What follows belongs to an exercise in optimizing a design on an open flow for small area, a short achievable clock period and few clock cycles per item; a production flow would make more cautious choices.
Where RTL was checked, it was by simulation tests only, not by an equivalence proof against the original.
Power and IR drop assume default switching activity.

==> branch zinc <==
## madd_pipeline
module madd_pipeline #(parameter data_width = 16, parameter n_blocks = 256, parameter full_width = 2 * data_width + 8, parameter n_channels = 16)
	(
		input wire clk,
		input wire reset,
		input wire enable,
		input  wire in_valid,
		output wire in_ready,
		output wire out_valid,
		input  wire out_ready,
		input  wire [$clog2(n_blocks) - 1 : 0] block_in,
		output wire [$clog2(n_blocks) - 1 : 0] block_out,
		input wire [4:0] shift,
		input wire shift_disable,
		input wire signedness,
		input wire saturate_disable,
		input wire signed [data_width - 1 : 0] arg_a_in,
		input wire signed [data_width - 1 : 0] arg_b_in,
		input wire signed [data_width - 1 : 0] arg_c_in,
		output wire signed [full_width - 1 : 0] result_out,
		input  wire [ch_addr_w - 1 : 0] dest_in,
		output wire [ch_addr_w - 1 : 0] dest_out,
		input  wire [4 - 1 : 0] commit_id_in,
		output wire [4 - 1 : 0] commit_id_out,
		input wire commit_flag_in,
		output wire commit_flag_out
	);
Settings: LEC_CHECK=0, ABC_AREA=1, CAP_MARGIN=20, CORE_MARGIN=2, CORE_UTILIZATION=40, SETUP_SLACK_MARGIN=2.0, SLEW_MARGIN=20; clock period 7.5 ns.
standard.sh (not shown) runs the stock make flow with config.mk's settings and CLKGATE_MAP_FILE= SYNTH_SCRIPT=/design/flow/synth_recipe.tcl, a recipe that flattens the netlist after the stock synthesis.
==> flow/flow/run.sh <==
#!/bin/bash
# Own layout flow: the standard flow (standard.sh) with a few extra ORFS
# make variables, read one per line from flow/extra.mk. By default the port
# buffers that buffer_ports inserts are plain buf_2 cells (buffer_ports
# otherwise picks clkdlybuf4s50_1, a slow 10 um2 delay cell).
# The full output of the flow goes to flow_standard.log in this folder; each
# ORFS step keeps its own log under orfs/logs/.
set -euo pipefail
cd "$(dirname "$0")/.."
EXTRA=()
PORTBUF="BUFFER_PORTS_ARGS=-buffer_cell sky130_fd_sc_hd__buf_2"
if [[ -f flow/extra.mk ]]; then
  while IFS= read -r line; do
    [[ -z "$line" || "$line" == \#* ]] && continue
    if [[ "$line" == BUFFER_PORTS_ARGS=* ]]; then PORTBUF="$line"; continue; fi
    EXTRA+=("$line")
  done < flow/extra.mk
fi
bash standard.sh "$PORTBUF" ${EXTRA[@]+"${EXTRA[@]}"} finish > flow_standard.log 2>&1
==> branch sierra (differences from branch zinc) <==
--- a/flow/design.v
+++ b/flow/design.v
@@ -1254,17 +1254,16 @@
 	assign fh_p[16] = h0_q[30] ^ h1_q[30];
 	assign fh_g[16] = h0_q[30] & h1_q[30];
 	assign fh_p[17] = h0_q[31] ^ h1_q[31];
 	assign fh_g[17] = h0_q[31] & h1_q[31];
 	assign fh_p[18] = h0_q[32] ^ h1_q[32];
 	assign fh_g[18] = h0_q[32] & h1_q[32];
 	assign fh_p[19] = h0_q[33] ^ h1_q[33];
 	assign fh_g[19] = h0_q[33] & h1_q[33];
-	wire fh_g0c = fh_g[0] | (fh_p[0] & lo_q[14]);
 	wire fh_G1 = fh_g[19] | (fh_p[19] & fh_g[18]);
 	wire fh_P1 = fh_p[19] & fh_p[18];
 	wire fh_G2 = fh_g[18] | (fh_p[18] & fh_g[17]);
 	wire fh_P2 = fh_p[18] & fh_p[17];
 	wire fh_G3 = fh_g[17] | (fh_p[17] & fh_g[16]);
 	wire fh_P3 = fh_p[17] & fh_p[16];
 	wire fh_G4 = fh_g[16] | (fh_p[16] & fh_g[15]);
 	wire fh_P4 = fh_p[16] & fh_p[15];
@@ -1291,17 +1290,17 @@
 	wire fh_G15 = fh_g[5] | (fh_p[5] & fh_g[4]);
 	wire fh_P15 = fh_p[5] & fh_p[4];
 	wire fh_G16 = fh_g[4] | (fh_p[4] & fh_g[3]);
 	wire fh_P16 = fh_p[4] & fh_p[3];
 	wire fh_G17 = fh_g[3] | (fh_p[3] & fh_g[2]);
 	wire fh_P17 = fh_p[3] & fh_p[2];
 	wire fh_G18 = fh_g[2] | (fh_p[2] & fh_g[1]);
 	wire fh_P18 = fh_p[2] & fh_p[1];
-	wire fh_G19 = fh_g[1] | (fh_p[1] & fh_g0c);
+	wire fh_G19 = fh_g[1] | (fh_p[1] & fh_g[0]);
 	wire fh_P19 = fh_p[1] & fh_p[0];
 	wire fh_G20 = fh_G1 | (fh_P1 & fh_G3);
 	wire fh_P20 = fh_P1 & fh_P3;
 	wire fh_G21 = fh_G2 | (fh_P2 & fh_G4);
 	wire fh_P21 = fh_P2 & fh_P4;
 	wire fh_G22 = fh_G3 | (fh_P3 & fh_G5);
 	wire fh_P22 = fh_P3 & fh_P5;
 	wire fh_G23 = fh_G4 | (fh_P4 & fh_G6);
@@ -1327,17 +1326,17 @@
 	wire fh_G33 = fh_G14 | (fh_P14 & fh_G16);
 	wire fh_P33 = fh_P14 & fh_P16;
 	wire fh_G34 = fh_G15 | (fh_P15 & fh_G17);
 	wire fh_P34 = fh_P15 & fh_P17;
 	wire fh_G35 = fh_G16 | (fh_P16 & fh_G18);
 	wire fh_P35 = fh_P16 & fh_P18;
 	wire fh_G36 = fh_G17 | (fh_P17 & fh_G19);
 	wire fh_P36 = fh_P17 & fh_P19;
-	wire fh_G37 = fh_G18 | (fh_P18 & fh_g0c);
+	wire fh_G37 = fh_G18 | (fh_P18 & fh_g[0]);
 	wire fh_P37 = fh_P18 & fh_p[0];
 	wire fh_G38 = fh_G20 | (fh_P20 & fh_G24);
 	wire fh_P38 = fh_P20 & fh_P24;
 	wire fh_G39 = fh_G21 | (fh_P21 & fh_G25);
 	wire fh_P39 = fh_P21 & fh_P25;
 	wire fh_G40 = fh_G22 | (fh_P22 & fh_G26);
 	wire fh_P40 = fh_P22 & fh_P26;
 	wire fh_G41 = fh_G23 | (fh_P23 & fh_G27);
@@ -1359,17 +1358,17 @@
 	wire fh_G49 = fh_G31 | (fh_P31 & fh_G35);
 	wire fh_P49 = fh_P31 & fh_P35;
 	wire fh_G50 = fh_G32 | (fh_P32 & fh_G36);
 	wire fh_P50 = fh_P32 & fh_P36;
 	wire fh_G51 = fh_G33 | (fh_P33 & fh_G37);
 	wire fh_P51 = fh_P33 & fh_P37;
 	wire fh_G52 = fh_G34 | (fh_P34 & fh_G19);
 	wire fh_P52 = fh_P34 & fh_P19;
-	wire fh_G53 = fh_G35 | (fh_P35 & fh_g0c);
+	wire fh_G53 = fh_G35 | (fh_P35 & fh_g[0]);
 	wire fh_P53 = fh_P35 & fh_p[0];
 	wire fh_G54 = fh_G38 | (fh_P38 & fh_G46);
 	wire fh_P54 = fh_P38 & fh_P46;
 	wire fh_G55 = fh_G39 | (fh_P39 & fh_G47);
 	wire fh_P55 = fh_P39 & fh_P47;
 	wire fh_G56 = fh_G40 | (fh_P40 & fh_G48);
 	wire fh_P56 = fh_P40 & fh_P48;
 	wire fh_G57 = fh_G41 | (fh_P41 & fh_G49);
@@ -1383,47 +1382,47 @@
 	wire fh_G61 = fh_G45 | (fh_P45 & fh_G53);
 	wire fh_P61 = fh_P45 & fh_P53;
 	wire fh_G62 = fh_G46 | (fh_P46 & fh_G36);
 	wire fh_P62 = fh_P46 & fh_P36;
 	wire fh_G63 = fh_G47 | (fh_P47 & fh_G37);
 	wire fh_P63 = fh_P47 & fh_P37;
 	wire fh_G64 = fh_G48 | (fh_P48 & fh_G19);
 	wire fh_P64 = fh_P48 & fh_P19;
-	wire fh_G65 = fh_G49 | (fh_P49 & fh_g0c);
+	wire fh_G65 = fh_G49 | (fh_P49 & fh_g[0]);
 	wire fh_P65 = fh_P49 & fh_p[0];
 	wire fh_G66 = fh_G54 | (fh_P54 & fh_G36);
 	wire fh_P66 = fh_P54 & fh_P36;
 	wire fh_G67 = fh_G55 | (fh_P55 & fh_G37);
 	wire fh_P67 = fh_P55 & fh_P37;
 	wire fh_G68 = fh_G56 | (fh_P56 & fh_G19);
 	wire fh_P68 = fh_P56 & fh_P19;
-	wire fh_G69 = fh_G57 | (fh_P57 & fh_g0c);
+	wire fh_G69 = fh_G57 | (fh_P57 & fh_g[0]);
 	wire fh_P69 = fh_P57 & fh_p[0];
 	assign xh[0] = fh_p[0] ^ lo_q[14];
-	assign xh[1] = fh_p[1] ^ fh_g0c;
-	assign xh[2] = fh_p[2] ^ fh_G19;
-	assign xh[3] = fh_p[3] ^ fh_G37;
-	assign xh[4] = fh_p[4] ^ fh_G36;
-	assign xh[5] = fh_p[5] ^ fh_G53;
-	assign xh[6] = fh_p[6] ^ fh_G52;
-	assign xh[7] = fh_p[7] ^ fh_G51;
-	assign xh[8] = fh_p[8] ^ fh_G50;
-	assign xh[9] = fh_p[9] ^ fh_G65;
-	assign xh[10] = fh_p[10] ^ fh_G64;
-	assign xh[11] = fh_p[11] ^ fh_G63;
-	assign xh[12] = fh_p[12] ^ fh_G62;
-	assign xh[13] = fh_p[13] ^ fh_G61;
-	assign xh[14] = fh_p[14] ^ fh_G60;
-	assign xh[15] = fh_p[15] ^ fh_G59;
-	assign xh[16] = fh_p[16] ^ fh_G58;
-	assign xh[17] = fh_p[17] ^ fh_G69;
-	assign xh[18] = fh_p[18] ^ fh_G68;
-	assign xh[19] = fh_p[19] ^ fh_G67;
-	wire fh_cout = fh_G66;
+	assign xh[1] = fh_p[1] ^ (fh_g[0] | (fh_p[0] & lo_q[14]));
+	assign xh[2] = fh_p[2] ^ (fh_G19 | (fh_P19 & lo_q[14]));
+	assign xh[3] = fh_p[3] ^ (fh_G37 | (fh_P37 & lo_q[14]));
+	assign xh[4] = fh_p[4] ^ (fh_G36 | (fh_P36 & lo_q[14]));
+	assign xh[5] = fh_p[5] ^ (fh_G53 | (fh_P53 & lo_q[14]));
+	assign xh[6] = fh_p[6] ^ (fh_G52 | (fh_P52 & lo_q[14]));
+	assign xh[7] = fh_p[7] ^ (fh_G51 | (fh_P51 & lo_q[14]));
+	assign xh[8] = fh_p[8] ^ (fh_G50 | (fh_P50 & lo_q[14]));
+	assign xh[9] = fh_p[9] ^ (fh_G65 | (fh_P65 & lo_q[14]));
+	assign xh[10] = fh_p[10] ^ (fh_G64 | (fh_P64 & lo_q[14]));
+	assign xh[11] = fh_p[11] ^ (fh_G63 | (fh_P63 & lo_q[14]));
+	assign xh[12] = fh_p[12] ^ (fh_G62 | (fh_P62 & lo_q[14]));
+	assign xh[13] = fh_p[13] ^ (fh_G61 | (fh_P61 & lo_q[14]));
+	assign xh[14] = fh_p[14] ^ (fh_G60 | (fh_P60 & lo_q[14]));
+	assign xh[15] = fh_p[15] ^ (fh_G59 | (fh_P59 & lo_q[14]));
+	assign xh[16] = fh_p[16] ^ (fh_G58 | (fh_P58 & lo_q[14]));
+	assign xh[17] = fh_p[17] ^ (fh_G69 | (fh_P69 & lo_q[14]));
+	assign xh[18] = fh_p[18] ^ (fh_G68 | (fh_P68 & lo_q[14]));
+	assign xh[19] = fh_p[19] ^ (fh_G67 | (fh_P67 & lo_q[14]));
+	wire fh_cout = fh_G66 | (fh_P66 & lo_q[14]);
 	wire [33:0] x = {xh, lo_q[13:0]};
 	wire signed [33:0] y = $signed(x) >>> sh_q;
 	wire [17:0] xd = x[33:16] ^ x[32:15];
 	reg  [17:0] suf;
 	integer k;
 	always @(*) begin
 		suf[17] = xd[17];
 		for (k = 16; k >= 0; k = k - 1)
- SETUP_SLACK_MARGIN: 2.0 -> 2.3
==> branch raven (differences from branch zinc) <==
--- a/flow/design.v
+++ b/flow/design.v
@@ -26,20 +26,21 @@
 		output wire commit_flag_out
 	);
 	localparam ch_addr_w = $clog2(n_channels);
 	wire [3:0] s4  = ~shift[3:0];
 	wire       big = shift[4];
 	wire [3:0] sa  = (shift_disable | big) ? 4'd0 : s4;
 	wire [16:0] a_ext = {signedness & arg_a_in[15], arg_a_in};
 	wire [16:0] b_ext = {signedness & arg_b_in[15], arg_b_in};
-	wire [33:0] c_ext = {{18{signedness & arg_c_in[15]}}, arg_c_in};
+	wire [15:0]   c_g   = arg_c_in & {16{~big}};
+	wire [33:0] c_ext = {{18{signedness & c_g[15]}}, c_g};
 	wire [33:0] c_sh  = c_ext << sa;
 	wire [33:0] rnd   = (sa == 4'd0) ? 34'd0 : (34'd1 << (sa - 4'd1));
-	wire [33:0] crow  = big ? 34'd0 : (c_sh | rnd);
+	wire [33:0] crow  = c_sh | rnd;
 	wire pp1;
 	wire pp2;
 	wire pp3;
 	wire pp4;
 	wire pp5;
 	wire pp6;
 	wire pp7;
 	wire pp8;
- SETUP_SLACK_MARGIN: 2.0 -> 2.2
==> comparison table <==
Maximum achievable frequency: branch raven 0.191 GHz; branch sierra 0.192 GHz; branch zinc 0.186 GHz
Drt pass-1 iters: branch raven 6; branch sierra 5; branch zinc 5
Min setup slack post-route: branch raven 2260 ps; branch sierra 2300 ps; branch zinc 2120 ps
Worst clock skew on the final layout: branch raven 8.77 ps; branch sierra 13.7 ps; branch zinc 8.39 ps
Startpoint of the most critical setup path: branch raven shift[4]; branch sierra arg_b_in[5]; branch zinc arg_b_in[7]
Number of buffers inserted to repair setup after CTS: branch raven 37; branch sierra 27; branch zinc 13
Final cell count without fillers: branch raven 2724; branch sierra 2782; branch zinc 2656
Post-synthesis cell area: branch raven 15200 um^2; branch sierra 15200 um^2; branch zinc 15100 um^2
Non-clock inverter total of the final layout: branch raven 354; branch sierra 370; branch zinc 379
Clk slew on worst S/H paths: branch raven 70 ps; branch sierra 70 ps; branch zinc 60 ps
Layout overhead on the synthesized area: branch raven 18.2%; branch sierra 21.6%; branch zinc 12.7%
Non-CTS buffers: branch raven 233; branch sierra 260; branch zinc 178
Fraction of the yosys area taken by sequential cells: branch raven 19.0%; branch sierra 19.1%; branch zinc 19.2%
Sum of met3 wire segment lengths after detailed routing: branch raven 2470 um; branch sierra 2610 um; branch zinc 2590 um
Fraction of synthesized area in multiplexers: branch raven 1.51%; branch sierra 0.591%; branch zinc 0.530%
Top cell type's share of synthesized area: branch raven 18.9%; branch sierra 18.9%; branch zinc 19.1%
Run status: branch raven complete, no violations; branch sierra complete, no violations; branch zinc complete, no violations
Amount of wire on met2 after detailed routing: branch raven 23100 um; branch sierra 23300 um; branch zinc 21500 um
Seq group: branch raven 1.00 mW; branch sierra 1.02 mW; branch zinc 0.991 mW
Slowest cell delay on critical path: branch raven 560 ps; branch sierra 520 ps; branch zinc 500 ps
Initial Util: branch raven 40.6%; branch sierra 40.5%; branch zinc 40.4%
Testbench counts of branch zinc, summed over its fixed seeds: cycles 24,008, items 24,000.
Testbench counts of branch sierra, summed over its fixed seeds: cycles 24,008, items 24,000.
For branch raven, only the layout was checked, not whether the RTL still works.

## static timing again, ports no longer ideal
The flow's constraints put no driver on any port. The routed layouts listed below were extracted and timed again, unchanged, in two steps. Step 1 (the two cells are an assumption about what drives the block):
set clk [get_ports {clk}]
set_driving_cell -lib_cell sky130_fd_sc_hd__clkbuf_16 $clk
set_driving_cell -lib_cell sky130_fd_sc_hd__buf_2 [delete_from_list [all_inputs] $clk]
Step 2 times the ports against the registers' clock, not the clock port: input delays grow and output delays shrink by t, the midpoint of the rising clock arrivals with the driver on. Three values: ideal, step 1, step 2; two values: the first two.
| run | shift t [ns] | setup WS [ns] | latest minus earliest clock arrival (ns) | worst register clock-pin slew, ns |
|---|---|---|---|---|
| branch zinc | 0.390 | 2.121 / 2.129 / 1.739 | 0.012 / 0.012 | 0.07 / 0.07 |
| branch sierra | 0.405 | 2.302 / 2.298 / 1.893 | 0.019 / 0.020 | 0.08 / 0.08 |
| branch raven | 0.400 | 2.261 / 2.248 / 1.848 | 0.017 / 0.017 | 0.08 / 0.08 |
After both steps setup and hold are still met in every run listed. The setup slack of branch raven, which loses most, moves by -0.013 ns with the drivers and by -0.413 ns with both steps.
